Background: an optimization exercise with open tools, aiming at small area, a short achievable clock period and few clock cycles. Do not read the settings as production practice. Where RTL was checked, it was by simulation tests only, not by an equivalence proof against the original.

violet:
==> flow/design.v <==
module fxp_smul
#( parameter QINT=8,
    parameter QFRAC=16)
(out, a, b);
    localparam BIT_WIDTH = QINT + QFRAC; 
    output signed [BIT_WIDTH-1:0] out;
    input signed [BIT_WIDTH-1:0] a;
    input signed [BIT_WIDTH-1:0] b;
    wire [BIT_WIDTH*2-1:0] mul_out;
    assign mul_out = a * b;
    assign out = {mul_out[BIT_WIDTH*2-1],mul_out[BIT_WIDTH*2-QINT-2:QFRAC]};
endmodule
module cordic(i_clk, i_rst, i_en, o_vld, o_cosine, o_sine, i_theta);
    input i_clk;
    input i_rst;
    input i_en;
    input signed [23:0] i_theta;
    output signed [23:0] o_cosine;
    output signed [23:0] o_sine;
    output o_vld;
    localparam W = 19;
    localparam R = 21;
    reg signed [W-1:0] x, y, q;
    reg signed [R-1:0] p;        
    reg [1:0]          mode;     
    reg [5:0]          cnt;      
    reg                busy;
    reg                rot;      
    reg                lst;      
    reg                rwx;      
    reg                rwyn;     
    reg                dbl;      
    reg [3:0]          shx;      
    reg [3:0]          shyn;     
    reg                ix, iy;   
    reg                cxr, cyr; 
    reg                ip;       
    reg                m1;       
    reg                vld;
    assign o_vld = vld;
    assign o_cosine = {{6{y[W-1]}}, y[W-1:1]};
    assign o_sine   = {{6{x[W-1]}}, x[W-1:1]};
    wire [4:0] ai = cnt[5:1];
    wire [16:0] ang =
        ai == 5'd0  ? (dbl ? 17'h1921e : 17'h0) :
        ai == 5'd1  ? 17'h76b1 :
        ai == 5'd2  ? 17'h3eb6 :
        ai == 5'd3  ? 17'h1fd5 :
        ai == 5'd4  ? 17'h0ffa :
        ai == 5'd5  ? 17'h07ff :
        ai == 5'd6  ? 17'h03ff :
        ai == 5'd7  ? 17'h01ff :
        ai == 5'd8  ? 17'h00ff :
        ai == 5'd9  ? 17'h007f :
        ai == 5'd10 ? 17'h003f :
        ai == 5'd11 ? 17'h001f :
        ai == 5'd12 ? 17'h0010 :
        ai == 5'd13 ? 17'h0008 :
        ai == 5'd14 ? 17'h0004 : 17'h0000;
    wire signed [W-1:0] ax = rwx ? x : q;
    wire signed [W-1:0] ay = rwyn ? p[W-1:0] : y;
    wire signed [W-1:0] sx = y >>> shx;
    wire signed [W-1:0] sy = x >>> (~shyn);
    wire cx = cxr | (m1 & ~|y[1:0]);
    wire cy = cyr | (m1 & ~|x[1:0]);
    wire [W:0]  xs1 = {ax, cx} + {ix ? ~sx : sx, cx};
    wire [W:0]  ys1 = {ay, cy} + {iy ? ~sy : sy, cy};
    wire [R:0]  ps1 = {p, ip} + {ip ? ~{4'd0, ang} : {4'd0, ang}, ip};
    wire signed [W-1:0] xa = xs1[W:1];
    wire signed [W-1:0] ya = ys1[W:1];
    wire signed [R-1:0] pa = ps1[R:1];
    wire pn = mode[1] ? (pa[R-1] | (mode[0] & ~pa[R-2])) : mode[0];
    wire [4:0] th = i_theta[23:19];
    wire [1:0] mode0 = th == 5'd0 ? 2'b10 : th == 5'h1f ? 2'b11 : {1'b0, i_theta[23]};
    wire d0n = i_theta[23];
    wire d1n = d0n ? (i_theta < -24'sd51471) : (i_theta < 24'sd51471);
    wire [5:0] cn = cnt + 6'd1;
    wire [3:0] shn = cn < 6'd30 ? cn[4:1] : (cn == 6'd34 ? 4'd4 : 4'd2);
    wire       minv = cn != 6'd34;
    always @(posedge i_clk) begin
        if (i_rst) begin
            busy <= 1'b0;
            vld  <= 1'b0;
        end else if (i_en) begin
            busy <= 1'b1;
            vld  <= 1'b0;
        end else begin
            vld <= busy && cnt == 6'd35;
            if (busy && cnt == 6'd35) busy <= 1'b0;
        end
        if (lst) q <= xa;
        if (i_en) begin
            x    <= 19'sh10000;
            y    <= d0n ? -19'sh10000 : 19'sh10000;
            p    <= {2'b00, i_theta[18:0]};
            mode <= mode0;
            dbl  <= d0n == d1n;
            cnt  <= 6'd1;
            rot  <= 1'b1;
            lst  <= 1'b0;
            rwx  <= 1'b1;
            rwyn <= 1'b0;
            shx  <= 4'd0;
            shyn <= 4'd15;
            ix   <= ~d1n;
            iy   <=  d1n;
            cxr  <= ~d1n;
            cyr  <=  d1n;
            ip   <= ~d0n;
            m1   <= 1'b0;
        end else begin
            cnt <= cn;
            if (rot) begin
                x <= xa;
                y <= ya;
            end else begin
                x <= ya;
                y <= xa;
            end
            if (lst) p[W-1:0] <= ya;
            else     p <= pa;
            rot  <= cn < 6'd29;
            lst  <= cn == 6'd29;
            rwx  <= cn < 6'd30;
            rwyn <= ~(cn < 6'd30);
            shx  <= shn;
            shyn <= ~shn;
            ix   <= cn < 6'd30 & ~pn | ~(cn < 6'd30) & minv;
            iy   <= cn < 6'd30 &  pn | ~(cn < 6'd30) & minv;
            cxr  <= cn < 6'd30 & ~pn;
            cyr  <= cn < 6'd30 &  pn;
            ip   <= cn < 6'd30 & ~pn;
            m1   <= cn == 6'd30;
        end
    end
endmodule
export LEC_CHECK = 0
export CAP_MARGIN = 20
export CORE_MARGIN = 2
export CORE_UTILIZATION = 40
export SETUP_SLACK_MARGIN = 5
export SLEW_MARGIN = 20
create_clock -name core_clock -period 10.0 [get_ports {i_clk}]
standard.sh (not shown) runs the stock make flow with config.mk's settings and CLKGATE_MAP_FILE= SYNTH_SCRIPT=/design/flow/synth_recipe.tcl, a recipe that flattens the netlist after the stock synthesis.
==> flow/flow/run.sh <==
#!/bin/bash
# The standard layout (the standard.sh), except that the port buffers
# buffer_ports inserts are buf_1 cells instead of the larger delay buffers it
# picks by default (every port still gets one), and repair_timing aims at a
# setup slack margin of 6.0 ns.
set -euo pipefail
export BUFFER_PORTS_ARGS="-buffer_cell sky130_fd_sc_hd__buf_1"
bash standard.sh SETUP_SLACK_MARGIN=6.0 finish > standard_flow.log 2>&1
Testbench counts of violet, summed over its fixed seeds: cycles 73,736.
> inputs changed (violet -> sierra)
--- a/flow/design.v
+++ b/flow/design.v
@@ -59,12 +59,12 @@
         ai == 5'd14 ? 17'h0004 : 17'h0000;
     wire signed [W-1:0] ax = rwx ? x : q;
     wire signed [W-1:0] ay = rwyn ? p[W-1:0] : y;
-    wire signed [W-1:0] sx = y >>> shx;
-    wire signed [W-1:0] sy = x >>> (~shyn);
+    wire signed [W-1:0] sx = (ix ? ~y : y) >>> shx;
+    wire signed [W-1:0] sy = (iy ? ~x : x) >>> (~shyn);
     wire cx = cxr | (m1 & ~|y[1:0]);
     wire cy = cyr | (m1 & ~|x[1:0]);
-    wire [W:0]  xs1 = {ax, cx} + {ix ? ~sx : sx, cx};
-    wire [W:0]  ys1 = {ay, cy} + {iy ? ~sy : sy, cy};
+    wire [W:0]  xs1 = {ax, cx} + {sx, cx};
+    wire [W:0]  ys1 = {ay, cy} + {sy, cy};
     wire [R:0]  ps1 = {p, ip} + {ip ? ~{4'd0, ang} : {4'd0, ang}, ip};
     wire signed [W-1:0] xa = xs1[W:1];
     wire signed [W-1:0] ya = ys1[W:1];
Results
The peak fanout along the critical path of sierra exceeds that of violet by 2. Going from violet to sierra, flip-flop and latch count flat; number of cells on the critical path up 1. Diff violet -> sierra | length of routed wiring on met1 | up by a few percent. Compared with violet, in sierra wire length on met2 went down; wire length decreased by about 1.3% relative to the old numbers. Between sierra and violet, it is sierra whose global-route usage is lower, by 0.22 points. | parity-gate share of the synthesized area counting xor and xnor cells | sierra vs violet | ≈ equal |. Final worst-path cycle share sits lower in sierra than in violet. Global routing met1 resource utilization: sierra vs violet up 1.4 points. Changes observed in sierra relative to violet: mean number of vias per cell decreased 0.029, clock-buffer cell count down 2.
No functional check of the RTL was part of sierra.

## re-timing with driven ports
No port has a modelled driver above. Below, the same layouts with a new extraction and two added sets of constraints.
Step 1, drivers: a clkbuf_16 drives i_clk and a buf_2 each remaining input, both assumed.
Step 2 moves the port delays by t, midway between the first and last clock arrival at a register: inputs arrive t later, outputs are due t later. That takes back most of the time a late clock gives input paths.
Three values: no drivers, after step 1, after step 2; two values: the first two.
run | shift t [ns] | setup slack, ns | worst hold slack (ns)
violet | 0.409 | 5.995 / 5.995 / 5.693 | 0.461 / 0.461 / 0.461
sierra | 0.413 | 6.141 / 6.141 / 6.141 | 0.487 / 0.487 / 0.487
After both steps every run listed still meets setup and hold. The setup slack of violet, which loses most, moves by 0.000 ns with the drivers and by -0.302 ns with both steps.
